Source: an optimization exercise on an open RTL-to-GDS flow (aim: small area). Production flows keep margins and buffers that such runs may drop.
The RTL was checked by simulation tests, not by an equivalence proof against the original design.
Power and IR drop assume default switching activity.

--- design/flow/constraint.sdc ---
create_clock -name core_clock -period 6.5 [get_ports {clk}]
set_input_delay 1.3000 -clock core_clock [delete_from_list [all_inputs] [get_ports {clk}]]
set_output_delay 1.3000 -clock core_clock [all_outputs]
set_load 0.01 [all_outputs]
--- design/flow/flow/run.sh ---
#!/bin/bash
# Layout flow: the standard ORFS flow (standard.sh), with
#  - the AOI21, AOI22 and AOI21B gates that synthesis sized to drive strength 2 set back to
#    the smallest drive strength (same function; timing repair may upsize them again),
#  - the port buffers made from the smallest buffer cell (buf_1) instead of
#    the default delay buffer, and
#  - clock tree synthesis with small clusters of clkbuf_4 and no dummy loads.
# Each tool's full output is in the ORFS logs under orfs/logs/; the make
# output is in synth.log and standard.log.
set -euo pipefail
export BUFFER_PORTS_ARGS="-buffer_cell sky130_fd_sc_hd__buf_1"
export CTS_ARGS="-sink_clustering_enable -repair_clock_nets -dont_use_dummy_load -sink_clustering_size 10 -sink_clustering_max_diameter 60 -buf_list {sky130_fd_sc_hd__clkbuf_4}"
RES=orfs/results/sky130hd/systolic_array/base
bash standard.sh synth > synth.log 2>&1
sed -i -e "s/sky130_fd_sc_hd__a21oi_2 /sky130_fd_sc_hd__a21oi_1 /" -e "s/sky130_fd_sc_hd__a22oi_2 /sky130_fd_sc_hd__a22oi_1 /" -e "s/sky130_fd_sc_hd__a21boi_2 /sky130_fd_sc_hd__a21boi_0 /" $RES/1_2_yosys.v
rm -f $RES/1_synth.odb $RES/1_synth.sdc
bash standard.sh > standard.log 2>&1
--- design/flow/config.mk ---
export PLATFORM = sky130hd
export DESIGN_NAME = systolic_array
export DESIGN_NICKNAME = systolic_array
export VERILOG_FILES = /design/flow/design.v
export SDC_FILE = /design/flow/constraint.sdc
export NUM_CORES = 4
export LEC_CHECK = 0
export CAP_MARGIN = 20
export CORE_MARGIN = 2
export CORE_UTILIZATION = 40
export GPL_TIMING_DRIVEN = 0
export SLEW_MARGIN = 20
export SYNTH_HIERARCHICAL = 1
--- design/flow/standard.sh ---
#!/bin/bash
# synth_recipe.tcl (not shown) runs the flow's synth.tcl, then flattens the netlist and writes it again
# the make line also repeats each setting of config.mk as NAME=value (left out here)
make -C /OpenROAD-flow-scripts/flow DESIGN_CONFIG=/design/flow/config.mk WORK_HOME=/design/flow/orfs CLKGATE_MAP_FILE= SYNTH_SCRIPT=/design/flow/synth_recipe.tcl "${@:-finish}"
--- design/flow/design.v ---
module pe_first (
    input clk,
    input rst,
    input [7:0] a_in,
    input [7:0] b_in,
    output reg [15:0] accum_out
);
  wire n1;
  wire ntwo3;
  wire ny0_0_5;
  wire ny0_1_7;
  wire ny0_2_9;
  wire ny0_3_11;
  wire ny0_4_13;
  wire ny0_5_15;
  wire ny0_6_17;
  wire ny0_7_19;
  wire p0_0_21;
  wire p0_1_23;
  wire p0_2_25;
  wire p0_3_27;
  wire p0_4_29;
  wire p0_5_31;
  wire p0_6_33;
  wire p0_7_35;
  wire p0_8_37;
  wire none39;
  wire neq41;
  wire ntwo43;
  wire negc45;
  wire ny1_0_47;
  wire ny1_1_49;
  wire ny1_2_51;
  wire ny1_3_53;
  wire ny1_4_55;
  wire ny1_5_57;
  wire ny1_6_59;
  wire ny1_7_61;
  wire p1_0_63;
  wire p1_1_65;
  wire p1_2_67;
  wire p1_3_69;
  wire p1_4_71;
  wire p1_5_73;
  wire p1_6_75;
  wire p1_7_77;
  wire p1_8_79;
  wire none81;
  wire neq83;
  wire ntwo85;
  wire negc87;
  wire ny2_0_89;
  wire ny2_1_91;
  wire ny2_2_93;
  wire ny2_3_95;
  wire ny2_4_97;
  wire ny2_5_99;
  wire ny2_6_101;
  wire ny2_7_103;
  wire p2_0_105;
  wire p2_1_107;
  wire p2_2_109;
  wire p2_3_111;
  wire p2_4_113;
  wire p2_5_115;
  wire p2_6_117;
  wire p2_7_119;
  wire p2_8_121;
  wire none123;
  wire neq125;
  wire ntwo127;
  wire negc129;
  wire ny3_0_131;
  wire ny3_1_133;
  wire ny3_2_135;
  wire ny3_3_137;
  wire ny3_4_139;
  wire ny3_5_141;
  wire ny3_6_143;
  wire ny3_7_145;
  wire p3_0_147;
  wire p3_1_149;
  wire p3_2_151;
  wire p3_3_153;
  wire p3_4_155;
  wire p3_5_157;
  wire p3_6_159;
  wire p3_7_161;
  wire p3_8_163;
  wire s165;
  wire c166;
  wire s168;
  wire c169;
  wire s171;
  wire c172;
  wire s174;
  wire c175;
  wire s177;
  wire c178;
  wire s180;
  wire c181;
  wire s183;
  wire c184;
  wire s186;
  wire c187;
  wire s189;
  wire c190;
  wire s192;
  wire c193;
  wire s195;
  wire c196;
  wire s198;
  wire c199;
  wire s201;
  wire c202;
  wire s204;
  wire c205;
  wire s207;
  wire c208;
  wire s210;
  wire c211;
  wire s213;
  wire c214;
  wire s216;
  wire c217;
  wire s219;
  wire c220;
  wire s222;
  wire k223;
  wire s226;
  wire c227;
  wire s229;
  wire c230;
  wire s232;
  wire c233;
  wire s236;
  wire k237;
  wire pn238;
  wire gn239;
  wire s244;
  wire c245;
  wire s247;
  wire c248;
  wire s250;
  wire c251;
  wire s254;
  wire k255;
  wire s258;
  wire c259;
  wire s261;
  wire c262;
  wire s264;
  wire k265;
  wire pn266;
  wire gn267;
  wire s272;
  wire c273;
  wire s275;
  wire c276;
  wire s279;
  wire k280;
  wire s283;
  wire c284;
  wire s286;
  wire k287;
  wire pn288;
  wire gn289;
  wire s294;
  wire c295;
  wire s298;
  wire k299;
  wire s302;
  wire k303;
  wire pn304;
  wire gn305;
  wire x310;
  c_inv g2 (.a(b_in[0]), .y(n1));
  c_nand2 g4 (.a(b_in[1]), .b(n1), .y(ntwo3));
  c_xnor2 g6 (.a(a_in[0]), .b(b_in[1]), .y(ny0_0_5));
  c_xnor2 g8 (.a(a_in[1]), .b(b_in[1]), .y(ny0_1_7));
  c_xnor2 g10 (.a(a_in[2]), .b(b_in[1]), .y(ny0_2_9));
  c_xnor2 g12 (.a(a_in[3]), .b(b_in[1]), .y(ny0_3_11));
  c_xnor2 g14 (.a(a_in[4]), .b(b_in[1]), .y(ny0_4_13));
  c_xnor2 g16 (.a(a_in[5]), .b(b_in[1]), .y(ny0_5_15));
  c_xnor2 g18 (.a(a_in[6]), .b(b_in[1]), .y(ny0_6_17));
  c_xnor2 g20 (.a(a_in[7]), .b(b_in[1]), .y(ny0_7_19));
  c_o22ai g22 (.a1(n1), .a2(ny0_0_5), .b1(ntwo3), .b2(b_in[0]), .y(p0_0_21));
  c_o22ai g24 (.a1(n1), .a2(ny0_1_7), .b1(ntwo3), .b2(ny0_0_5), .y(p0_1_23));
  c_o22ai g26 (.a1(n1), .a2(ny0_2_9), .b1(ntwo3), .b2(ny0_1_7), .y(p0_2_25));
  c_o22ai g28 (.a1(n1), .a2(ny0_3_11), .b1(ntwo3), .b2(ny0_2_9), .y(p0_3_27));
  c_o22ai g30 (.a1(n1), .a2(ny0_4_13), .b1(ntwo3), .b2(ny0_3_11), .y(p0_4_29));
  c_o22ai g32 (.a1(n1), .a2(ny0_5_15), .b1(ntwo3), .b2(ny0_4_13), .y(p0_5_31));
  c_o22ai g34 (.a1(n1), .a2(ny0_6_17), .b1(ntwo3), .b2(ny0_5_15), .y(p0_6_33));
  c_o22ai g36 (.a1(n1), .a2(ny0_7_19), .b1(ntwo3), .b2(ny0_6_17), .y(p0_7_35));
  c_a21o g38 (.a1(n1), .a2(ntwo3), .b1(ny0_7_19), .x(p0_8_37));
  c_xnor2 g40 (.a(b_in[2]), .b(b_in[1]), .y(none39));
  c_xor2 g42 (.a(b_in[3]), .b(b_in[2]), .y(neq41));
  c_nand2 g44 (.a(none39), .b(neq41), .y(ntwo43));
  c_a21boi g46 (.a1(b_in[2]), .a2(b_in[1]), .b1_n(b_in[3]), .y(negc45));
  c_xnor2 g48 (.a(a_in[0]), .b(b_in[3]), .y(ny1_0_47));
  c_xnor2 g50 (.a(a_in[1]), .b(b_in[3]), .y(ny1_1_49));
  c_xnor2 g52 (.a(a_in[2]), .b(b_in[3]), .y(ny1_2_51));
  c_xnor2 g54 (.a(a_in[3]), .b(b_in[3]), .y(ny1_3_53));
  c_xnor2 g56 (.a(a_in[4]), .b(b_in[3]), .y(ny1_4_55));
  c_xnor2 g58 (.a(a_in[5]), .b(b_in[3]), .y(ny1_5_57));
  c_xnor2 g60 (.a(a_in[6]), .b(b_in[3]), .y(ny1_6_59));
  c_xnor2 g62 (.a(a_in[7]), .b(b_in[3]), .y(ny1_7_61));
  c_o22ai g64 (.a1(none39), .a2(ny1_0_47), .b1(ntwo43), .b2(b_in[2]), .y(p1_0_63));
  c_o22ai g66 (.a1(none39), .a2(ny1_1_49), .b1(ntwo43), .b2(ny1_0_47), .y(p1_1_65));
  c_o22ai g68 (.a1(none39), .a2(ny1_2_51), .b1(ntwo43), .b2(ny1_1_49), .y(p1_2_67));
  c_o22ai g70 (.a1(none39), .a2(ny1_3_53), .b1(ntwo43), .b2(ny1_2_51), .y(p1_3_69));
  c_o22ai g72 (.a1(none39), .a2(ny1_4_55), .b1(ntwo43), .b2(ny1_3_53), .y(p1_4_71));
  c_o22ai g74 (.a1(none39), .a2(ny1_5_57), .b1(ntwo43), .b2(ny1_4_55), .y(p1_5_73));
  c_o22ai g76 (.a1(none39), .a2(ny1_6_59), .b1(ntwo43), .b2(ny1_5_57), .y(p1_6_75));
  c_o22ai g78 (.a1(none39), .a2(ny1_7_61), .b1(ntwo43), .b2(ny1_6_59), .y(p1_7_77));
  c_a21o g80 (.a1(none39), .a2(ntwo43), .b1(ny1_7_61), .x(p1_8_79));
  c_xnor2 g82 (.a(b_in[4]), .b(b_in[3]), .y(none81));
  c_xor2 g84 (.a(b_in[5]), .b(b_in[4]), .y(neq83));
  c_nand2 g86 (.a(none81), .b(neq83), .y(ntwo85));
  c_a21boi g88 (.a1(b_in[4]), .a2(b_in[3]), .b1_n(b_in[5]), .y(negc87));
  c_xnor2 g90 (.a(a_in[0]), .b(b_in[5]), .y(ny2_0_89));
  c_xnor2 g92 (.a(a_in[1]), .b(b_in[5]), .y(ny2_1_91));
  c_xnor2 g94 (.a(a_in[2]), .b(b_in[5]), .y(ny2_2_93));
  c_xnor2 g96 (.a(a_in[3]), .b(b_in[5]), .y(ny2_3_95));
  c_xnor2 g98 (.a(a_in[4]), .b(b_in[5]), .y(ny2_4_97));
  c_xnor2 g100 (.a(a_in[5]), .b(b_in[5]), .y(ny2_5_99));
  c_xnor2 g102 (.a(a_in[6]), .b(b_in[5]), .y(ny2_6_101));
  c_xnor2 g104 (.a(a_in[7]), .b(b_in[5]), .y(ny2_7_103));
  c_o22ai g106 (.a1(none81), .a2(ny2_0_89), .b1(ntwo85), .b2(b_in[4]), .y(p2_0_105));
  c_o22ai g108 (.a1(none81), .a2(ny2_1_91), .b1(ntwo85), .b2(ny2_0_89), .y(p2_1_107));
  c_o22ai g110 (.a1(none81), .a2(ny2_2_93), .b1(ntwo85), .b2(ny2_1_91), .y(p2_2_109));
  c_o22ai g112 (.a1(none81), .a2(ny2_3_95), .b1(ntwo85), .b2(ny2_2_93), .y(p2_3_111));
  c_o22ai g114 (.a1(none81), .a2(ny2_4_97), .b1(ntwo85), .b2(ny2_3_95), .y(p2_4_113));
  c_o22ai g116 (.a1(none81), .a2(ny2_5_99), .b1(ntwo85), .b2(ny2_4_97), .y(p2_5_115));
  c_o22ai g118 (.a1(none81), .a2(ny2_6_101), .b1(ntwo85), .b2(ny2_5_99), .y(p2_6_117));
  c_o22ai g120 (.a1(none81), .a2(ny2_7_103), .b1(ntwo85), .b2(ny2_6_101), .y(p2_7_119));
  c_a21o g122 (.a1(none81), .a2(ntwo85), .b1(ny2_7_103), .x(p2_8_121));
  c_xnor2 g124 (.a(b_in[6]), .b(b_in[5]), .y(none123));
  c_xor2 g126 (.a(b_in[7]), .b(b_in[6]), .y(neq125));
  c_nand2 g128 (.a(none123), .b(neq125), .y(ntwo127));
  c_a21boi g130 (.a1(b_in[6]), .a2(b_in[5]), .b1_n(b_in[7]), .y(negc129));
  c_xnor2 g132 (.a(a_in[0]), .b(b_in[7]), .y(ny3_0_131));
  c_xnor2 g134 (.a(a_in[1]), .b(b_in[7]), .y(ny3_1_133));
  c_xnor2 g136 (.a(a_in[2]), .b(b_in[7]), .y(ny3_2_135));
  c_xnor2 g138 (.a(a_in[3]), .b(b_in[7]), .y(ny3_3_137));
  c_xnor2 g140 (.a(a_in[4]), .b(b_in[7]), .y(ny3_4_139));
  c_xnor2 g142 (.a(a_in[5]), .b(b_in[7]), .y(ny3_5_141));
  c_xnor2 g144 (.a(a_in[6]), .b(b_in[7]), .y(ny3_6_143));
  c_xnor2 g146 (.a(a_in[7]), .b(b_in[7]), .y(ny3_7_145));
  c_o22ai g148 (.a1(none123), .a2(ny3_0_131), .b1(ntwo127), .b2(b_in[6]), .y(p3_0_147));
  c_o22ai g150 (.a1(none123), .a2(ny3_1_133), .b1(ntwo127), .b2(ny3_0_131), .y(p3_1_149));
  c_o22ai g152 (.a1(none123), .a2(ny3_2_135), .b1(ntwo127), .b2(ny3_1_133), .y(p3_2_151));
  c_o22ai g154 (.a1(none123), .a2(ny3_3_137), .b1(ntwo127), .b2(ny3_2_135), .y(p3_3_153));
  c_o22ai g156 (.a1(none123), .a2(ny3_4_139), .b1(ntwo127), .b2(ny3_3_137), .y(p3_4_155));
  c_o22ai g158 (.a1(none123), .a2(ny3_5_141), .b1(ntwo127), .b2(ny3_4_139), .y(p3_5_157));
  c_o22ai g160 (.a1(none123), .a2(ny3_6_143), .b1(ntwo127), .b2(ny3_5_141), .y(p3_6_159));
  c_o22ai g162 (.a1(none123), .a2(ny3_7_145), .b1(ntwo127), .b2(ny3_6_143), .y(p3_7_161));
  c_a21o g164 (.a1(none123), .a2(ntwo127), .b1(ny3_7_145), .x(p3_8_163));
  c_ha g167 (.a(b_in[1]), .b(p0_0_21), .s(s165), .c(c166));
  c_ha g170 (.a(p0_1_23), .b(c166), .s(s168), .c(c169));
  c_fa g173 (.a(negc45), .b(p0_2_25), .ci(p1_0_63), .s(s171), .c(c172));
  c_ha g176 (.a(c169), .b(s171), .s(s174), .c(c175));
  c_fa g179 (.a(p0_3_27), .b(p1_1_65), .ci(c172), .s(s177), .c(c178));
  c_ha g182 (.a(c175), .b(s177), .s(s180), .c(c181));
  c_fa g185 (.a(negc87), .b(p0_4_29), .ci(p1_2_67), .s(s183), .c(c184));
  c_fa g188 (.a(p2_0_105), .b(s183), .ci(c178), .s(s186), .c(c187));
  c_ha g191 (.a(c181), .b(s186), .s(s189), .c(c190));
  c_fa g194 (.a(p0_5_31), .b(p1_3_69), .ci(p2_1_107), .s(s192), .c(c193));
  c_fa g197 (.a(c184), .b(s192), .ci(c187), .s(s195), .c(c196));
  c_ha g200 (.a(c190), .b(s195), .s(s198), .c(c199));
  c_fa g203 (.a(negc129), .b(p0_6_33), .ci(p1_4_71), .s(s201), .c(c202));
  c_fa g206 (.a(p2_2_109), .b(p3_0_147), .ci(c193), .s(s204), .c(c205));
  c_fa g209 (.a(s201), .b(s204), .ci(c196), .s(s207), .c(c208));
  c_ha g212 (.a(c199), .b(s207), .s(s210), .c(c211));
  c_fa g215 (.a(p0_7_35), .b(p1_5_73), .ci(p2_3_111), .s(s213), .c(c214));
  c_fa g218 (.a(p3_1_149), .b(c202), .ci(s213), .s(s216), .c(c217));
  c_fa g221 (.a(c205), .b(s216), .ci(c208), .s(s219), .c(c220));
  c_xor2 g224 (.a(s219), .b(c211), .y(s222));
  c_nand2 g225 (.a(s219), .b(c211), .y(k223));
  c_fa g228 (.a(p0_8_37), .b(p1_6_75), .ci(p2_4_113), .s(s226), .c(c227));
  c_fa g231 (.a(p3_2_151), .b(c214), .ci(s226), .s(s229), .c(c230));
  c_xnor2 g234 (.a(c217), .b(s229), .y(s232));
  c_or2 g235 (.a(c217), .b(s229), .y(c233));
  c_xnor2 g240 (.a(s232), .b(c220), .y(pn238));
  c_nand2 g241 (.a(s232), .b(c220), .y(gn239));
  c_xor2 g242 (.a(pn238), .b(k223), .y(s236));
  c_o21ai g243 (.a1(pn238), .a2(k223), .b1(gn239), .y(k237));
  c_fa g246 (.a(p1_7_77), .b(p2_5_115), .ci(p3_3_153), .s(s244), .c(c245));
  c_fa g249 (.a(c227), .b(s244), .ci(c230), .s(s247), .c(c248));
  c_xnor2 g252 (.a(c233), .b(s247), .y(s250));
  c_or2 g253 (.a(c233), .b(s247), .y(c251));
  c_xor2 g256 (.a(s250), .b(k237), .y(s254));
  c_nand2 g257 (.a(s250), .b(k237), .y(k255));
  c_fa g260 (.a(p1_8_79), .b(p2_6_117), .ci(p3_4_155), .s(s258), .c(c259));
  c_fa g263 (.a(c245), .b(s258), .ci(c248), .s(s261), .c(c262));
  c_xnor2 g268 (.a(c251), .b(s261), .y(pn266));
  c_nand2 g269 (.a(c251), .b(s261), .y(gn267));
  c_xor2 g270 (.a(pn266), .b(k255), .y(s264));
  c_o21ai g271 (.a1(pn266), .a2(k255), .b1(gn267), .y(k265));
  c_fa g274 (.a(p2_7_119), .b(p3_5_157), .ci(c259), .s(s272), .c(c273));
  c_xnor2 g277 (.a(s272), .b(c262), .y(s275));
  c_or2 g278 (.a(s272), .b(c262), .y(c276));
  c_xor2 g281 (.a(s275), .b(k265), .y(s279));
  c_nand2 g282 (.a(s275), .b(k265), .y(k280));
  c_fa g285 (.a(p2_8_121), .b(p3_6_159), .ci(c273), .s(s283), .c(c284));
  c_xnor2 g290 (.a(s283), .b(c276), .y(pn288));
  c_nand2 g291 (.a(s283), .b(c276), .y(gn289));
  c_xor2 g292 (.a(pn288), .b(k280), .y(s286));
  c_o21ai g293 (.a1(pn288), .a2(k280), .b1(gn289), .y(k287));
  c_xnor2 g296 (.a(p3_7_161), .b(c284), .y(s294));
  c_or2 g297 (.a(p3_7_161), .b(c284), .y(c295));
  c_xor2 g300 (.a(s294), .b(k287), .y(s298));
  c_nand2 g301 (.a(s294), .b(k287), .y(k299));
  c_xnor2 g306 (.a(p3_8_163), .b(c295), .y(pn304));
  c_nand2 g307 (.a(p3_8_163), .b(c295), .y(gn305));
  c_xor2 g308 (.a(pn304), .b(k299), .y(s302));
  c_o21ai g309 (.a1(pn304), .a2(k299), .b1(gn305), .y(k303));
  c_inv g311 (.a(k303), .y(x310));
  wire [15:0] sum = {x310, s302, s298, s286, s279, s264, s254, s236, s222, s210, s198, s189, s180, s174, s168, s165};
  always @(posedge clk or posedge rst) begin
    if (rst)
      accum_out <= 16'd0;
    else
      accum_out <= sum;
  end
endmodule
module pe_acc (
    input clk,
    input rst,
    input [7:0] a_in,
    input [7:0] b_in,
    input [15:0] accum_in,
    output reg [15:0] accum_out
);
  wire n1;
  wire ntwo3;
  wire ny0_0_5;
  wire ny0_1_7;
  wire ny0_2_9;
  wire ny0_3_11;
  wire ny0_4_13;
  wire ny0_5_15;
  wire ny0_6_17;
  wire ny0_7_19;
  wire p0_0_21;
  wire p0_1_23;
  wire p0_2_25;
  wire p0_3_27;
  wire p0_4_29;
  wire p0_5_31;
  wire p0_6_33;
  wire p0_7_35;
  wire p0_8_37;
  wire none39;
  wire neq41;
  wire ntwo43;
  wire negc45;
  wire ny1_0_47;
  wire ny1_1_49;
  wire ny1_2_51;
  wire ny1_3_53;
  wire ny1_4_55;
  wire ny1_5_57;
  wire ny1_6_59;
  wire ny1_7_61;
  wire p1_0_63;
  wire p1_1_65;
  wire p1_2_67;
  wire p1_3_69;
  wire p1_4_71;
  wire p1_5_73;
  wire p1_6_75;
  wire p1_7_77;
  wire p1_8_79;
  wire none81;
  wire neq83;
  wire ntwo85;
  wire negc87;
  wire ny2_0_89;
  wire ny2_1_91;
  wire ny2_2_93;
  wire ny2_3_95;
  wire ny2_4_97;
  wire ny2_5_99;
  wire ny2_6_101;
  wire ny2_7_103;
  wire p2_0_105;
  wire p2_1_107;
  wire p2_2_109;
  wire p2_3_111;
  wire p2_4_113;
  wire p2_5_115;
  wire p2_6_117;
  wire p2_7_119;
  wire p2_8_121;
  wire none123;
  wire neq125;
  wire ntwo127;
  wire negc129;
  wire ny3_0_131;
  wire ny3_1_133;
  wire ny3_2_135;
  wire ny3_3_137;
  wire ny3_4_139;
  wire ny3_5_141;
  wire ny3_6_143;
  wire ny3_7_145;
  wire p3_0_147;
  wire p3_1_149;
  wire p3_2_151;
  wire p3_3_153;
  wire p3_4_155;
  wire p3_5_157;
  wire p3_6_159;
  wire p3_7_161;
  wire p3_8_163;
  wire s165;
  wire c166;
  wire s168;
  wire c169;
  wire s171;
  wire c172;
  wire s174;
  wire c175;
  wire s177;
  wire c178;
  wire s180;
  wire c181;
  wire s183;
  wire c184;
  wire s186;
  wire c187;
  wire s189;
  wire c190;
  wire s192;
  wire c193;
  wire s195;
  wire c196;
  wire s198;
  wire c199;
  wire s201;
  wire c202;
  wire s204;
  wire c205;
  wire s207;
  wire c208;
  wire s210;
  wire c211;
  wire s213;
  wire c214;
  wire s216;
  wire c217;
  wire s219;
  wire c220;
  wire s222;
  wire k223;
  wire p224;
  wire g225;
  wire s229;
  wire c230;
  wire s232;
  wire c233;
  wire s235;
  wire c236;
  wire s238;
  wire c239;
  wire s242;
  wire k243;
  wire nx245;
  wire s248;
  wire c249;
  wire s251;
  wire c252;
  wire s254;
  wire c255;
  wire s257;
  wire c258;
  wire s261;
  wire k262;
  wire s265;
  wire c266;
  wire s268;
  wire c269;
  wire s271;
  wire c272;
  wire s274;
  wire k275;
  wire pn276;
  wire gn277;
  wire s282;
  wire c283;
  wire s285;
  wire c286;
  wire s288;
  wire c289;
  wire s292;
  wire k293;
  wire s296;
  wire c297;
  wire s299;
  wire c300;
  wire s302;
  wire k303;
  wire pn304;
  wire gn305;
  wire s310;
  wire c311;
  wire s313;
  wire c314;
  wire s317;
  wire k318;
  wire s321;
  wire c322;
  wire s324;
  wire k325;
  wire pn326;
  wire gn327;
  wire x332;
  wire x334;
  c_inv g2 (.a(b_in[0]), .y(n1));
  c_nand2 g4 (.a(b_in[1]), .b(n1), .y(ntwo3));
  c_xnor2 g6 (.a(a_in[0]), .b(b_in[1]), .y(ny0_0_5));
  c_xnor2 g8 (.a(a_in[1]), .b(b_in[1]), .y(ny0_1_7));
  c_xnor2 g10 (.a(a_in[2]), .b(b_in[1]), .y(ny0_2_9));
  c_xnor2 g12 (.a(a_in[3]), .b(b_in[1]), .y(ny0_3_11));
  c_xnor2 g14 (.a(a_in[4]), .b(b_in[1]), .y(ny0_4_13));
  c_xnor2 g16 (.a(a_in[5]), .b(b_in[1]), .y(ny0_5_15));
  c_xnor2 g18 (.a(a_in[6]), .b(b_in[1]), .y(ny0_6_17));
  c_xnor2 g20 (.a(a_in[7]), .b(b_in[1]), .y(ny0_7_19));
  c_o22ai g22 (.a1(n1), .a2(ny0_0_5), .b1(ntwo3), .b2(b_in[0]), .y(p0_0_21));
  c_o22ai g24 (.a1(n1), .a2(ny0_1_7), .b1(ntwo3), .b2(ny0_0_5), .y(p0_1_23));
  c_o22ai g26 (.a1(n1), .a2(ny0_2_9), .b1(ntwo3), .b2(ny0_1_7), .y(p0_2_25));
  c_o22ai g28 (.a1(n1), .a2(ny0_3_11), .b1(ntwo3), .b2(ny0_2_9), .y(p0_3_27));
  c_o22ai g30 (.a1(n1), .a2(ny0_4_13), .b1(ntwo3), .b2(ny0_3_11), .y(p0_4_29));
  c_o22ai g32 (.a1(n1), .a2(ny0_5_15), .b1(ntwo3), .b2(ny0_4_13), .y(p0_5_31));
  c_o22ai g34 (.a1(n1), .a2(ny0_6_17), .b1(ntwo3), .b2(ny0_5_15), .y(p0_6_33));
  c_o22ai g36 (.a1(n1), .a2(ny0_7_19), .b1(ntwo3), .b2(ny0_6_17), .y(p0_7_35));
  c_a21o g38 (.a1(n1), .a2(ntwo3), .b1(ny0_7_19), .x(p0_8_37));
  c_xnor2 g40 (.a(b_in[2]), .b(b_in[1]), .y(none39));
  c_xor2 g42 (.a(b_in[3]), .b(b_in[2]), .y(neq41));
  c_nand2 g44 (.a(none39), .b(neq41), .y(ntwo43));
  c_a21boi g46 (.a1(b_in[2]), .a2(b_in[1]), .b1_n(b_in[3]), .y(negc45));
  c_xnor2 g48 (.a(a_in[0]), .b(b_in[3]), .y(ny1_0_47));
  c_xnor2 g50 (.a(a_in[1]), .b(b_in[3]), .y(ny1_1_49));
  c_xnor2 g52 (.a(a_in[2]), .b(b_in[3]), .y(ny1_2_51));
  c_xnor2 g54 (.a(a_in[3]), .b(b_in[3]), .y(ny1_3_53));
  c_xnor2 g56 (.a(a_in[4]), .b(b_in[3]), .y(ny1_4_55));
  c_xnor2 g58 (.a(a_in[5]), .b(b_in[3]), .y(ny1_5_57));
  c_xnor2 g60 (.a(a_in[6]), .b(b_in[3]), .y(ny1_6_59));
  c_xnor2 g62 (.a(a_in[7]), .b(b_in[3]), .y(ny1_7_61));
  c_o22ai g64 (.a1(none39), .a2(ny1_0_47), .b1(ntwo43), .b2(b_in[2]), .y(p1_0_63));
  c_o22ai g66 (.a1(none39), .a2(ny1_1_49), .b1(ntwo43), .b2(ny1_0_47), .y(p1_1_65));
  c_o22ai g68 (.a1(none39), .a2(ny1_2_51), .b1(ntwo43), .b2(ny1_1_49), .y(p1_2_67));
  c_o22ai g70 (.a1(none39), .a2(ny1_3_53), .b1(ntwo43), .b2(ny1_2_51), .y(p1_3_69));
  c_o22ai g72 (.a1(none39), .a2(ny1_4_55), .b1(ntwo43), .b2(ny1_3_53), .y(p1_4_71));
  c_o22ai g74 (.a1(none39), .a2(ny1_5_57), .b1(ntwo43), .b2(ny1_4_55), .y(p1_5_73));
  c_o22ai g76 (.a1(none39), .a2(ny1_6_59), .b1(ntwo43), .b2(ny1_5_57), .y(p1_6_75));
  c_o22ai g78 (.a1(none39), .a2(ny1_7_61), .b1(ntwo43), .b2(ny1_6_59), .y(p1_7_77));
  c_a21o g80 (.a1(none39), .a2(ntwo43), .b1(ny1_7_61), .x(p1_8_79));
  c_xnor2 g82 (.a(b_in[4]), .b(b_in[3]), .y(none81));
  c_xor2 g84 (.a(b_in[5]), .b(b_in[4]), .y(neq83));
  c_nand2 g86 (.a(none81), .b(neq83), .y(ntwo85));
  c_a21boi g88 (.a1(b_in[4]), .a2(b_in[3]), .b1_n(b_in[5]), .y(negc87));
  c_xnor2 g90 (.a(a_in[0]), .b(b_in[5]), .y(ny2_0_89));
  c_xnor2 g92 (.a(a_in[1]), .b(b_in[5]), .y(ny2_1_91));
  c_xnor2 g94 (.a(a_in[2]), .b(b_in[5]), .y(ny2_2_93));
  c_xnor2 g96 (.a(a_in[3]), .b(b_in[5]), .y(ny2_3_95));
  c_xnor2 g98 (.a(a_in[4]), .b(b_in[5]), .y(ny2_4_97));
  c_xnor2 g100 (.a(a_in[5]), .b(b_in[5]), .y(ny2_5_99));
  c_xnor2 g102 (.a(a_in[6]), .b(b_in[5]), .y(ny2_6_101));
  c_xnor2 g104 (.a(a_in[7]), .b(b_in[5]), .y(ny2_7_103));
  c_o22ai g106 (.a1(none81), .a2(ny2_0_89), .b1(ntwo85), .b2(b_in[4]), .y(p2_0_105));
  c_o22ai g108 (.a1(none81), .a2(ny2_1_91), .b1(ntwo85), .b2(ny2_0_89), .y(p2_1_107));
  c_o22ai g110 (.a1(none81), .a2(ny2_2_93), .b1(ntwo85), .b2(ny2_1_91), .y(p2_2_109));
  c_o22ai g112 (.a1(none81), .a2(ny2_3_95), .b1(ntwo85), .b2(ny2_2_93), .y(p2_3_111));
  c_o22ai g114 (.a1(none81), .a2(ny2_4_97), .b1(ntwo85), .b2(ny2_3_95), .y(p2_4_113));
  c_o22ai g116 (.a1(none81), .a2(ny2_5_99), .b1(ntwo85), .b2(ny2_4_97), .y(p2_5_115));
  c_o22ai g118 (.a1(none81), .a2(ny2_6_101), .b1(ntwo85), .b2(ny2_5_99), .y(p2_6_117));
  c_o22ai g120 (.a1(none81), .a2(ny2_7_103), .b1(ntwo85), .b2(ny2_6_101), .y(p2_7_119));
  c_a21o g122 (.a1(none81), .a2(ntwo85), .b1(ny2_7_103), .x(p2_8_121));
  c_xnor2 g124 (.a(b_in[6]), .b(b_in[5]), .y(none123));
  c_xor2 g126 (.a(b_in[7]), .b(b_in[6]), .y(neq125));
  c_nand2 g128 (.a(none123), .b(neq125), .y(ntwo127));
  c_a21boi g130 (.a1(b_in[6]), .a2(b_in[5]), .b1_n(b_in[7]), .y(negc129));
  c_xnor2 g132 (.a(a_in[0]), .b(b_in[7]), .y(ny3_0_131));
  c_xnor2 g134 (.a(a_in[1]), .b(b_in[7]), .y(ny3_1_133));
  c_xnor2 g136 (.a(a_in[2]), .b(b_in[7]), .y(ny3_2_135));
  c_xnor2 g138 (.a(a_in[3]), .b(b_in[7]), .y(ny3_3_137));
  c_xnor2 g140 (.a(a_in[4]), .b(b_in[7]), .y(ny3_4_139));
  c_xnor2 g142 (.a(a_in[5]), .b(b_in[7]), .y(ny3_5_141));
  c_xnor2 g144 (.a(a_in[6]), .b(b_in[7]), .y(ny3_6_143));
  c_xnor2 g146 (.a(a_in[7]), .b(b_in[7]), .y(ny3_7_145));
  c_o22ai g148 (.a1(none123), .a2(ny3_0_131), .b1(ntwo127), .b2(b_in[6]), .y(p3_0_147));
  c_o22ai g150 (.a1(none123), .a2(ny3_1_133), .b1(ntwo127), .b2(ny3_0_131), .y(p3_1_149));
  c_o22ai g152 (.a1(none123), .a2(ny3_2_135), .b1(ntwo127), .b2(ny3_1_133), .y(p3_2_151));
  c_o22ai g154 (.a1(none123), .a2(ny3_3_137), .b1(ntwo127), .b2(ny3_2_135), .y(p3_3_153));
  c_o22ai g156 (.a1(none123), .a2(ny3_4_139), .b1(ntwo127), .b2(ny3_3_137), .y(p3_4_155));
  c_o22ai g158 (.a1(none123), .a2(ny3_5_141), .b1(ntwo127), .b2(ny3_4_139), .y(p3_5_157));
  c_o22ai g160 (.a1(none123), .a2(ny3_6_143), .b1(ntwo127), .b2(ny3_5_141), .y(p3_6_159));
  c_o22ai g162 (.a1(none123), .a2(ny3_7_145), .b1(ntwo127), .b2(ny3_6_143), .y(p3_7_161));
  c_a21o g164 (.a1(none123), .a2(ntwo127), .b1(ny3_7_145), .x(p3_8_163));
  c_fa g167 (.a(accum_in[0]), .b(b_in[1]), .ci(p0_0_21), .s(s165), .c(c166));
  c_fa g170 (.a(accum_in[1]), .b(p0_1_23), .ci(c166), .s(s168), .c(c169));
  c_fa g173 (.a(accum_in[2]), .b(negc45), .ci(p0_2_25), .s(s171), .c(c172));
  c_fa g176 (.a(p1_0_63), .b(s171), .ci(c169), .s(s174), .c(c175));
  c_fa g179 (.a(accum_in[3]), .b(p0_3_27), .ci(p1_1_65), .s(s177), .c(c178));
  c_fa g182 (.a(c172), .b(s177), .ci(c175), .s(s180), .c(c181));
  c_fa g185 (.a(accum_in[4]), .b(negc87), .ci(p0_4_29), .s(s183), .c(c184));
  c_fa g188 (.a(p1_2_67), .b(p2_0_105), .ci(s183), .s(s186), .c(c187));
  c_fa g191 (.a(c178), .b(s186), .ci(c181), .s(s189), .c(c190));
  c_fa g194 (.a(accum_in[5]), .b(p0_5_31), .ci(p1_3_69), .s(s192), .c(c193));
  c_fa g197 (.a(p2_1_107), .b(c184), .ci(s192), .s(s195), .c(c196));
  c_fa g200 (.a(c187), .b(s195), .ci(c190), .s(s198), .c(c199));
  c_fa g203 (.a(accum_in[6]), .b(negc129), .ci(p0_6_33), .s(s201), .c(c202));
  c_fa g206 (.a(p1_4_71), .b(p2_2_109), .ci(p3_0_147), .s(s204), .c(c205));
  c_fa g209 (.a(s201), .b(c193), .ci(s204), .s(s207), .c(c208));
  c_fa g212 (.a(c196), .b(s207), .ci(c199), .s(s210), .c(c211));
  c_fa g215 (.a(accum_in[7]), .b(p0_7_35), .ci(p1_5_73), .s(s213), .c(c214));
  c_fa g218 (.a(p2_3_111), .b(p3_1_149), .ci(c202), .s(s216), .c(c217));
  c_fa g221 (.a(c205), .b(s213), .ci(s216), .s(s219), .c(c220));
  c_ha g226 (.a(c208), .b(s219), .s(p224), .c(g225));
  c_xor2 g227 (.a(p224), .b(c211), .y(s222));
  c_a21oi g228 (.a1(p224), .a2(c211), .b1(g225), .y(k223));
  c_fa g231 (.a(accum_in[8]), .b(p0_8_37), .ci(p1_6_75), .s(s229), .c(c230));
  c_fa g234 (.a(p2_4_113), .b(p3_2_151), .ci(c214), .s(s232), .c(c233));
  c_fa g237 (.a(s229), .b(c217), .ci(s232), .s(s235), .c(c236));
  c_xnor2 g240 (.a(c220), .b(s235), .y(s238));
  c_or2 g241 (.a(c220), .b(s235), .y(c239));
  c_xnor2 g244 (.a(s238), .b(k223), .y(s242));
  c_inv g246 (.a(s238), .y(nx245));
  c_nor2 g247 (.a(nx245), .b(k223), .y(k243));
  c_fa g250 (.a(accum_in[9]), .b(p1_7_77), .ci(p2_5_115), .s(s248), .c(c249));
  c_fa g253 (.a(p3_3_153), .b(c230), .ci(s248), .s(s251), .c(c252));
  c_fa g256 (.a(c233), .b(s251), .ci(c236), .s(s254), .c(c255));
  c_xnor2 g259 (.a(c239), .b(s254), .y(s257));
  c_or2 g260 (.a(c239), .b(s254), .y(c258));
  c_xor2 g263 (.a(s257), .b(k243), .y(s261));
  c_nand2 g264 (.a(s257), .b(k243), .y(k262));
  c_fa g267 (.a(accum_in[10]), .b(p1_8_79), .ci(p2_6_117), .s(s265), .c(c266));
  c_fa g270 (.a(p3_4_155), .b(c249), .ci(s265), .s(s268), .c(c269));
  c_fa g273 (.a(c252), .b(s268), .ci(c255), .s(s271), .c(c272));
  c_xnor2 g278 (.a(c258), .b(s271), .y(pn276));
  c_nand2 g279 (.a(c258), .b(s271), .y(gn277));
  c_xor2 g280 (.a(pn276), .b(k262), .y(s274));
  c_o21ai g281 (.a1(pn276), .a2(k262), .b1(gn277), .y(k275));
  c_fa g284 (.a(accum_in[11]), .b(p2_7_119), .ci(p3_5_157), .s(s282), .c(c283));
  c_fa g287 (.a(c266), .b(s282), .ci(c269), .s(s285), .c(c286));
  c_xnor2 g290 (.a(s285), .b(c272), .y(s288));
  c_or2 g291 (.a(s285), .b(c272), .y(c289));
  c_xor2 g294 (.a(s288), .b(k275), .y(s292));
  c_nand2 g295 (.a(s288), .b(k275), .y(k293));
  c_fa g298 (.a(accum_in[12]), .b(p2_8_121), .ci(p3_6_159), .s(s296), .c(c297));
  c_fa g301 (.a(c283), .b(s296), .ci(c286), .s(s299), .c(c300));
  c_xnor2 g306 (.a(s299), .b(c289), .y(pn304));
  c_nand2 g307 (.a(s299), .b(c289), .y(gn305));
  c_xor2 g308 (.a(pn304), .b(k293), .y(s302));
  c_o21ai g309 (.a1(pn304), .a2(k293), .b1(gn305), .y(k303));
  c_fa g312 (.a(accum_in[13]), .b(p3_7_161), .ci(c297), .s(s310), .c(c311));
  c_xnor2 g315 (.a(s310), .b(c300), .y(s313));
  c_or2 g316 (.a(s310), .b(c300), .y(c314));
  c_xor2 g319 (.a(s313), .b(k303), .y(s317));
  c_nand2 g320 (.a(s313), .b(k303), .y(k318));
  c_fa g323 (.a(accum_in[14]), .b(p3_8_163), .ci(c311), .s(s321), .c(c322));
  c_xnor2 g328 (.a(s321), .b(c314), .y(pn326));
  c_nand2 g329 (.a(s321), .b(c314), .y(gn327));
  c_xor2 g330 (.a(pn326), .b(k318), .y(s324));
  c_o21ai g331 (.a1(pn326), .a2(k318), .b1(gn327), .y(k325));
  c_xnor2 g333 (.a(accum_in[15]), .b(c322), .y(x332));
  c_xor2 g335 (.a(x332), .b(k325), .y(x334));
  wire [15:0] sum = {x334, s324, s317, s302, s292, s274, s261, s242, s222, s210, s198, s189, s180, s174, s168, s165};
  always @(posedge clk or posedge rst) begin
    if (rst)
      accum_out <= 16'd0;
    else
      accum_out <= sum;
  end
endmodule
module c_inv (input a, output y);
  assign y = ~a;
endmodule
module c_and2 (input a, input b, output y);
  assign y = a & b;
endmodule
module c_nand2 (input a, input b, output y);
  assign y = ~(a & b);
endmodule
module c_nor2 (input a, input b, output y);
  assign y = ~(a | b);
endmodule
module c_or2 (input a, input b, output y);
  assign y = a | b;
endmodule
module c_xor2 (input a, input b, output y);
  assign y = a ^ b;
endmodule
module c_xnor2 (input a, input b, output y);
  assign y = ~(a ^ b);
endmodule
module c_a21oi (input a1, input a2, input b1, output y);
  assign y = ~((a1 & a2) | b1);
endmodule
module c_o21ai (input a1, input a2, input b1, output y);
  assign y = ~((a1 | a2) & b1);
endmodule
module c_a22oi (input a1, input a2, input b1, input b2, output y);
  assign y = ~((a1 & a2) | (b1 & b2));
endmodule
module c_o22ai (input a1, input a2, input b1, input b2, output y);
  assign y = ~((a1 | a2) & (b1 | b2));
endmodule
module c_a21o (input a1, input a2, input b1, output x);
  assign x = (a1 & a2) | b1;
endmodule
module c_a21boi (input a1, input a2, input b1_n, output y);
  assign y = ~((a1 & a2) | ~b1_n);
endmodule
module c_ha (input a, input b, output s, output c);
  assign s = a ^ b;
  assign c = a & b;
endmodule
module c_fa (input a, input b, input ci, output s, output c);
  assign s = a ^ b ^ ci;
  assign c = (a & b) | (a & ci) | (b & ci);
endmodule
module systolic_array #(parameter DATA_WIDTH = 8, SIZE = 4) (
    input clk,
    input rst,
    input [DATA_WIDTH*SIZE*SIZE-1:0] a_in,
    input [DATA_WIDTH*SIZE*SIZE-1:0] b_in,
    output [2*DATA_WIDTH*SIZE*SIZE-1:0] result
);
wire [2*DATA_WIDTH-1:0] accum [0:SIZE-1][0:SIZE-1];
generate
    genvar i, j;
    for (i = 0; i < SIZE; i = i + 1) begin : row
        for (j = 0; j < SIZE; j = j + 1) begin : col
            if (i == 0) begin : first
                pe_first pe (
                    .clk(clk), .rst(rst),
                    .a_in(a_in[(i * SIZE + j) * DATA_WIDTH +: DATA_WIDTH]),
                    .b_in(b_in[(i * SIZE + j) * DATA_WIDTH +: DATA_WIDTH]),
                    .accum_out(accum[i][j])
                );
            end else begin : rest
                pe_acc pe (
                    .clk(clk), .rst(rst),
                    .a_in(a_in[(i * SIZE + j) * DATA_WIDTH +: DATA_WIDTH]),
                    .b_in(b_in[(i * SIZE + j) * DATA_WIDTH +: DATA_WIDTH]),
                    .accum_in(accum[i-1][j]),
                    .accum_out(accum[i][j])
                );
            end
            assign result[(i * SIZE + j) * 2 * DATA_WIDTH +: 2 * DATA_WIDTH] = accum[i][j];
        end
    end
endgenerate
endmodule
==> impl_metrics.ini, run 1 <==
[clocking]
clock-sinks = 256
clk_path_buf_depth = 3
h-tree-depth = 2
root_buffer = clkbuf_4
cts_hold_buffers = 0
insertion_delay_ps = 790
cts_buffers = 41
cts_resized = 0
cts.clk_slew.worst_paths_ps = 110
cts_setup_buffers = 0
cts_tree = yes

[synth]
synth_mux_area_share_pct = 0
synthAdderAreaFrac_pct = 34.0
netlist-cell-type-count = 14
ys_area_mm2 = 0.0302
ys_ff_latch = 256
ys_warn_count = 9
synth.net_count = 3426
synth-simple-area-share_pct = 3.56
synth_edf_count = 0
postSynthCellCount = 2640
synth_top_area_cell = fa_1
synth_compound_area_share_pct = 15.2
synth_top_family_by_area = adder cells
synth_area_mm2 = 0.0300
synth-main-ff-cell = dfrtp_1
syn_avg_cell_area_um2 = 11.4
synth-seq-area-share_pct = 21.2
synth_xor_xnor_area_share_pct = 25.4
synth_top_area_share_pct = 32.4
synthArstFlopShare_pct = 100
synth_common_cells = xnor2_1, o22ai_1, fa_1
post-synth-top-count-cell = xnor2_1
synth.area.top_cells = fa_1, dfrtp_1, xnor2_1

[power]
power.density_cell_area_mw_per_mm2 = 614
power_switching_share_pct = 49.3
power.share.combinational_pct = 77.7
pwr-share-seq_pct = 18.1
irDropWorstVdd_v = 0.000287
power.internal_mw = 10.4
p_clk_share_pct = 4.2
power.total_mw = 20.5
leakage_nw = 12.2
power.switching_mw = 10.1

[final_layout]
area_growth_pct = 11.6
drive_above_1_share_pct = 1.31
nets = 3982

[timing]
worstMarginPinSlew_ps = 857
fin_crit_sh_pct = 92.2
final_max_slew_viol_count = 0
rsz0062_at_grt = false
hold_violations = 0
fin_skew_ps = 72.1
min_period_ps = 5990
setup_slack_ps = 509
setup_violations = 0
maxSlewHeadroom_pct = 42.4
fmax_mhz = 167

[detailed_routing]
drt_iter0_markers = 1298
ant_nets = 0
vias_per_cell = 5.29
drc = 0
first_pass_iters = 5
vias = 22100
finalWirelength_um = 80600
wire_per_inst_um = 19.3

[critical_path]
crit_chain = buf_1 > xnor2_1 > nand2_1 > o22ai_1 > fa_1 > fa_1 > fa_1 > fa_1 > fa_1 > fa_1 > nand2_1 > o21ai_1 > nand2_1 > o21ai_1 > nand2_1 > o21ai_1 > nand2_1 > xor2_1
crit_top_cell = fa_1
crit_path_end_kind = flop
critical_path.max_stage_delay_ps = 560
slowest_stage = buf_1
critical-path-top-delay-family = adder cells
critPathLaunchType = input port
critPathBufInv = 1
path_max_fanout = 12
critical_path_class = input port to flop
cp_data_arrival_time_ps = 6600
cp.required_ps = 7110

[placed_design]
finalWeightedCongestion = 0.929
preCtsSetupSlack_ps = -202
portBuffers = 513
dpl.hpwl_um = 69400

[grt]
grt_pass1_wl_um = 127000
antenna_found_initial = 15
grt.overflow.total = 0
grt_max_degree = 17
grtUsageTotal_pct = 20.8
grt_pass1_vias = 22400

[min_path]
hold_path_class = flop to flop

[run_status]
status = timing/DRC/antenna clean

[floorplanning]
io_pins = 514
die_area_mm2 = 0.0771
start_util_pct = 40.3
die_w_um = 278
die_h_um = 278
core_mm2 = 0.0743
num_rows = 100

[run]
maxCapViolCount = 0
[power by group through the flow]
| stage | Sequential, mW | Combinational [mW] | Clock [mW] |
|---|---|---|---|
| 2_1_floorplan | 3.85 | 12.3 | 0 |
| 3_3_place_gp | 3.77 | 15.8 | 0 |
| 3_5_place_dp | 3.78 | 16.2 | 0 |
| 4_1_cts | 3.75 | 16.2 | 0.936 |
| 5_1_grt | 3.85 | 18.3 | 0.981 |
| 6_report | 3.72 | 16.0 | 0.863 |
[area by class of cell]
class / count / area [um2]
fillers: 7202 / 40900
repair buffers: 513 / 1930
diodes: 12 / 30.0
well taps: 969 / 1210
multi-input cells: 2336 / 23400
inverters: 48 / 180
flip-flops and latches: 256 / 6410
clock buffers: 41 / 308
[worst paths after layout]
kind                       cells past startpoint  slack (ps)                                   end                               start
min reg2reg                                    1         570    row[3].col[0].rest.pe.accum_out[1]  row[2].col[0].rest.pe.accum_out[1]
min in group asynchronous                      2         910   row[0].col[0].first.pe.accum_out[2]                                 rst
max reg2reg                                   16        1860   row[2].col[3].rest.pe.accum_out[15]  row[1].col[3].rest.pe.accum_out[0]
max                                           18         510  row[0].col[1].first.pe.accum_out[14]                             b_in[9]
min                                            1         570    row[3].col[0].rest.pe.accum_out[1]  row[2].col[0].rest.pe.accum_out[1]
max in group asynchronous                      2        5010    row[3].col[0].rest.pe.accum_out[3]                                 rst
[cells by family after synthesis]
group           count (synthesis)
simple gates                  244
compound gates                688
buf+inv                        48
flops                         256
fa+ha+maj                     528
xor+xnor                      876
[layer usage]
layer | vias up | global-route usage (%) | part of all wire [%]
met1 | 10900 | 29.2 | 45
met4 | 8 | 6.83 | 3.0
met5 | - | 0 | 0.058
met2 | 716 | 32.9 | 46
met3 | 132 | 3.43 | 5.6
li1 | 10400 | - | -
[flip-flops by register name, indices dropped and copies added, names as in the netlist]
register,count
row.col.first.pe.accum_out,64
row.col.rest.pe.accum_out,192
[per-module statistics from Yosys (local to each module, per instance), a selection]
| module | area [um2] | flip-flops and latches | copies in the design | cells inside |
|---|---|---|---|---|
| c_a21oi | 8.76 | 0 | 12 | 1 |
| pe_acc | 404 | 16 | 12 | 17 |
| c_inv | 3.75 | 0 | 32 | 1 |
| c_ha | 12.5 | 0 | 40 | 1 |
| c_nand2 | 3.75 | 0 | 168 | 1 |
| c_or2 | 6.26 | 0 | 64 | 1 |
| c_a21o | 7.51 | 0 | 64 | 1 |
| c_nor2 | 3.75 | 0 | 12 | 1 |
| c_a21boi | 11.3 | 0 | 48 | 1 |
| c_xor2 | 8.76 | 0 | 176 | 1 |
| c_fa | 20.0 | 0 | 488 | 1 |
| c_o22ai | 6.26 | 0 | 512 | 1 |
| c_o21ai | 5.00 | 0 | 52 | 1 |
| c_xnor2 | 8.76 | 0 | 700 | 1 |
| pe_first | 404 | 16 | 4 | 17 |
[through the flow]
step	TNS [ps]	hold WS [ps]	cell area (um2)	instances	util, %
CTS	0	574	33400	4163	45.0
detailed placement	-937	570	33100	4122	44.5
global placement	-678	558	33100	4122	44.5
floorplan	0	604	30000	2640	-
finish	0	570	33400	4175	45.0
global route	0	596	33400	4173	45.0
[placed cells by master (no fill, tap or decap)]
master | synthesis | routed
a21o_1 | 64 | 64
o22ai_1 | 512 | 512
buf_1 | 0 | 512
a21boi_0 | 0 | 48
buf_2 | 0 | 1
nor2_1 | 12 | 12
or2_1 | 64 | 64
ha_1 | 40 | 40
nand2_1 | 168 | 168
fa_1 | 488 | 488
o21ai_1 | 52 | 52
diode_2 | 0 | 12
dfrtp_1 | 256 | 256
inv_1 | 48 | 48
xnor2_1 | 700 | 700
xor2_1 | 176 | 176
clkbuf_4 | 0 | 41
a21oi_1 | 0 | 12
==> run 2, diff against run 1 <==
--- a/design/flow/flow/run.sh
+++ b/design/flow/flow/run.sh
@@ -11,3 +11,3 @@
 export BUFFER_PORTS_ARGS="-buffer_cell sky130_fd_sc_hd__buf_1"
-export CTS_ARGS="-sink_clustering_enable -repair_clock_nets -dont_use_dummy_load -sink_clustering_size 10 -sink_clustering_max_diameter 60 -buf_list {sky130_fd_sc_hd__clkbuf_4}"
+export CTS_ARGS="-sink_clustering_enable -repair_clock_nets -dont_use_dummy_load -sink_clustering_size 8 -sink_clustering_max_diameter 50 -buf_list {sky130_fd_sc_hd__clkbuf_4}"
 RES=orfs/results/sky130hd/systolic_array/base
==> run 2 against run 1 <==
Still clean. Die area did not move. Power is 0.19% higher. Sequential power barely moved. Global-route usage about the same. Cell count rose by 0.22%. Utilization rose by 0.077 points. Fmax down 0.66%. Combinational power about the same. Non-clock buffer count did not move. Clock power up 4.8%. Critical path depth is the same. Worst hold slack got worse by 4.5 ps. Critical endpoint unchanged.
==> impl_metrics.ini, run 2 <==
[final_layout]
nets = 3989
nFillCells = 7213
area_growth_pct = 11.8
drive_above_1_share_pct = 1.53
largest_reg_flops = 192
final_common_cell = xnor2_1
design_area_mm2 = 0.0335
top_register = row.col.rest.pe.accum_out
final_cell_mix = xnor2_1, o22ai_1, buf_1, fa_1, dfrtp_1
largest_registers = row.col.rest.pe.accum_out x192, row.col.first.pe.accum_out x64
final_cell_count_no_fill = 4184

[synth]
synth_common_cells = xnor2_1, o22ai_1, fa_1
ys_ff_latch = 256
synth_top_area_cell = fa_1
ys_warn_count = 9
postSynthCellCount = 2640
synth.area.top_cells = fa_1, dfrtp_1, xnor2_1
synth-seq-area-share_pct = 21.2
post-synth-top-count-cell = xnor2_1
ys_area_mm2 = 0.0302
netlist-cell-type-count = 14
synth_top_area_share_pct = 32.4
synth_area_mm2 = 0.0300
synth.net_count = 3426
synthArstFlopShare_pct = 100
synth_edf_count = 0
synth-main-ff-cell = dfrtp_1
syn_avg_cell_area_um2 = 11.4

[floorplanning]
die_area_mm2 = 0.0771
io_pins = 514
start_util_pct = 40.3
num_rows = 100
die_w_um = 278
core_mm2 = 0.0743
die_h_um = 278

[detailed_routing]
drt_iter0_markers = 1432
wire_per_inst_um = 19.2
ant_nets = 0
vias_per_cell = 5.29
finalWirelength_um = 80400
drc = 0
vias = 22200
first_pass_iters = 5

[critical_path]
r2r_slack_ps = 1860
cp.required_ps = 7060
rr_worst_depth = 16
timing.rr.start = row[2].col[0].rest.pe.accum_out[0]
slowest_stage = buf_1
crit_path_end_kind = flop
crit_top_cell = fa_1
crit_path_start = b_in[9]
critical_path_class = input port to flop
critical_path.max_stage_delay_ps = 560
cp_data_arrival_time_ps = 6590
path_max_fanout = 12
crit_chain = buf_1 > xnor2_1 > nand2_1 > o22ai_1 > fa_1 > fa_1 > fa_1 > fa_1 > fa_1 > fa_1 > nand2_1 > o21ai_1 > nand2_1 > o21ai_1 > nand2_1 > o21ai_1 > nand2_1 > xor2_1
r2r-end = row[3].col[0].rest.pe.accum_out[15]
critPathLaunchType = input port

[timing]
fmax_mhz = 166
worstMarginPinSlew_ps = 891
setup_violations = 0
fin_skew_ps = 56.3
final_max_slew_viol_count = 0
fin_crit_sh_pct = 92.8
maxSlewHeadroom_pct = 40.2
rsz0062_at_grt = false
min_period_ps = 6030
hold_violations = 0

[grt]
met3_usage_pct = 3.46
grtUsageTotal_pct = 20.8
grt_max_degree = 17
grt_pass1_vias = 22500
grt_util_met2_pct = 32.8
grt_pass1_wl_um = 126000
antenna_found_initial = 16
grt.overflow.total = 0
use_met1_pct = 29.1
grt.busiest_layer = met2

[clocking]
cts_buffers = 48
root_buffer = clkbuf_4
cts_hold_buffers = 0
clk_path_buf_depth = 3
insertion_delay_ps = 740
cts.clk_slew.worst_paths_ps = 90
cts_resized = 0
cts_setup_buffers = 0
clock-sinks = 256
cts_tree = yes
h-tree-depth = 2

[min_path]
hp-start = row[2].col[3].rest.pe.accum_out[1]
hold_path_class = flop to flop
worstHoldPathCells = 1
min_to = row[3].col[3].rest.pe.accum_out[1]

[placed_design]
dp_cells = 4122
finalWeightedCongestion = 0.929
dpl.hpwl_um = 69400
portBuffers = 513
postPlaceCellArea_mm2 = 0.0331

[power]
irDropWorstVdd_v = 0.000287
leakage_nw = 12.2
power.density_cell_area_mw_per_mm2 = 614

[run_status]
status = timing/DRC/antenna clean

[run]
maxCapViolCount = 0
-- run 2: report_power, final --
group          internal (mW)  switching (mW)
Sequential              2.89           0.822
Clock                  0.334           0.570
Combinational           7.23            8.73
Total                   10.5            10.1
-- run 2: cell families after synthesis --
group / Yosys count / share of synthesized area (%)
flip-flops: 256 / 21.2
AND/OR/NAND/NOR: 244 / 3.56
XOR/XNOR: 876 / 25.4
adder cells (fa/ha/maj): 528 / 34.0
buffers and inverters: 48 / 0.597
AO/OA/AOI/OAI: 688 / 15.2
-- run 2: final cells by class --
| class | count | area [um2] | area share (%) |
|---|---|---|---|
| inverters | 48 | 180 | 0.538 |
| repair buffers | 513 | 1930 | 5.75 |
| clock buffers | 48 | 360 | 1.08 |
| well taps | 969 | 1210 | 3.62 |
| diodes | 14 | 35.0 | 0.105 |
| multi-input cells | 2336 | 23400 | 69.8 |
| flip-flops and latches | 256 | 6410 | 19.1 |
-- run 2: per-layer routing --
| metal | vias up | part of all wire, % | wire (um) |
|---|---|---|---|
| li1 | 10400 | - | - |
| met1 | 10900 | 45 | 36200 |
| met2 | 702 | 46 | 37200 |
| met3 | 126 | 5.6 | 4520 |
| met4 | 6 | 3.0 | 2410 |
| met5 | - | 0.041 | 33 |
-- run 2: Yosys stat by module (local to each module, per instance), a selection --
module,cell area [um2],times used,cells inside
pe_first,404,4,17
c_fa,20.0,488,1
c_ha,12.5,40,1
c_a21boi,11.3,48,1
c_xor2,8.76,176,1
c_xnor2,8.76,700,1
c_a21oi,8.76,12,1
c_a21o,7.51,64,1
c_o22ai,6.26,512,1
c_or2,6.26,64,1
c_o21ai,5.00,52,1
c_nor2,3.75,12,1
c_nand2,3.75,168,1
c_inv,3.75,32,1
-- run 2: critical path: cells and delay by family --
| family | cells | cell delay (ps) |
|---|---|---|
| AOI/OAI and AO/OA | 4 | 760 |
| xor gates and xnor gates | 2 | 600 |
| adders and majority gates | 6 | 2570 |
| buffers and inverters | 1 | 560 |
| and+or+nand+nor | 5 | 780 |
-- run 2: how the worst max path moves through the flow --
stage                                           end  slack, ps  cells past startpoint
2_1_floorplan  row[0].col[0].first.pe.accum_out[14]        910                     16
5_1_grt        row[0].col[1].first.pe.accum_out[15]         80                     19
3_5_place_dp   row[0].col[1].first.pe.accum_out[14]       -200                     18
6_report       row[0].col[1].first.pe.accum_out[14]        470                     18
4_1_cts        row[0].col[1].first.pe.accum_out[14]        630                     18
3_3_place_gp   row[0].col[1].first.pe.accum_out[14]       -170                     18
-- run 2: through the flow --
step	setup TNS (ps)	util, %	hold WS (ps)	worst slack (ps)	power, mW
2_1_floorplan	0	-	604	909	16.2
3_3_place_gp	-678	44.5	558	-169	19.6
3_5_place_dp	-937	44.5	570	-202	20.0
4_1_cts	0	45.0	574	632	20.9
5_1_grt	0	45.1	596	83.5	23.2
6_report	0	45.1	566	469	20.6

re-timing with driven ports:
How much do the figures lean on ideal ports? The routed layouts below were timed once more, with nothing changed but the port constraints.
Step 1, drivers: a clkbuf_16 drives clk and a buf_2 each remaining input, both assumed.
Step 2 also shifts input and output timing later by t, the mid clock arrival at the registers, as if the neighbouring blocks saw the same clock.
Three values: ideal ports, drivers, drivers and shift; two values: the first two.
run | shift t [ns] | setup WS [ns] | worst setup path at the end | cell pins on the clock port's net
run 1 | 0.789 | 0.509 / 0.539 / -0.250 | input to register | 1
run 2 | 0.785 | 0.469 / 0.497 / -0.288 | input to register | 1
With both steps, setup timing fails in run 1 and run 2, where it was met with ideal ports. The setup slack of run 1, which loses most, moves by +0.030 ns with the drivers and by -0.759 ns with both steps.
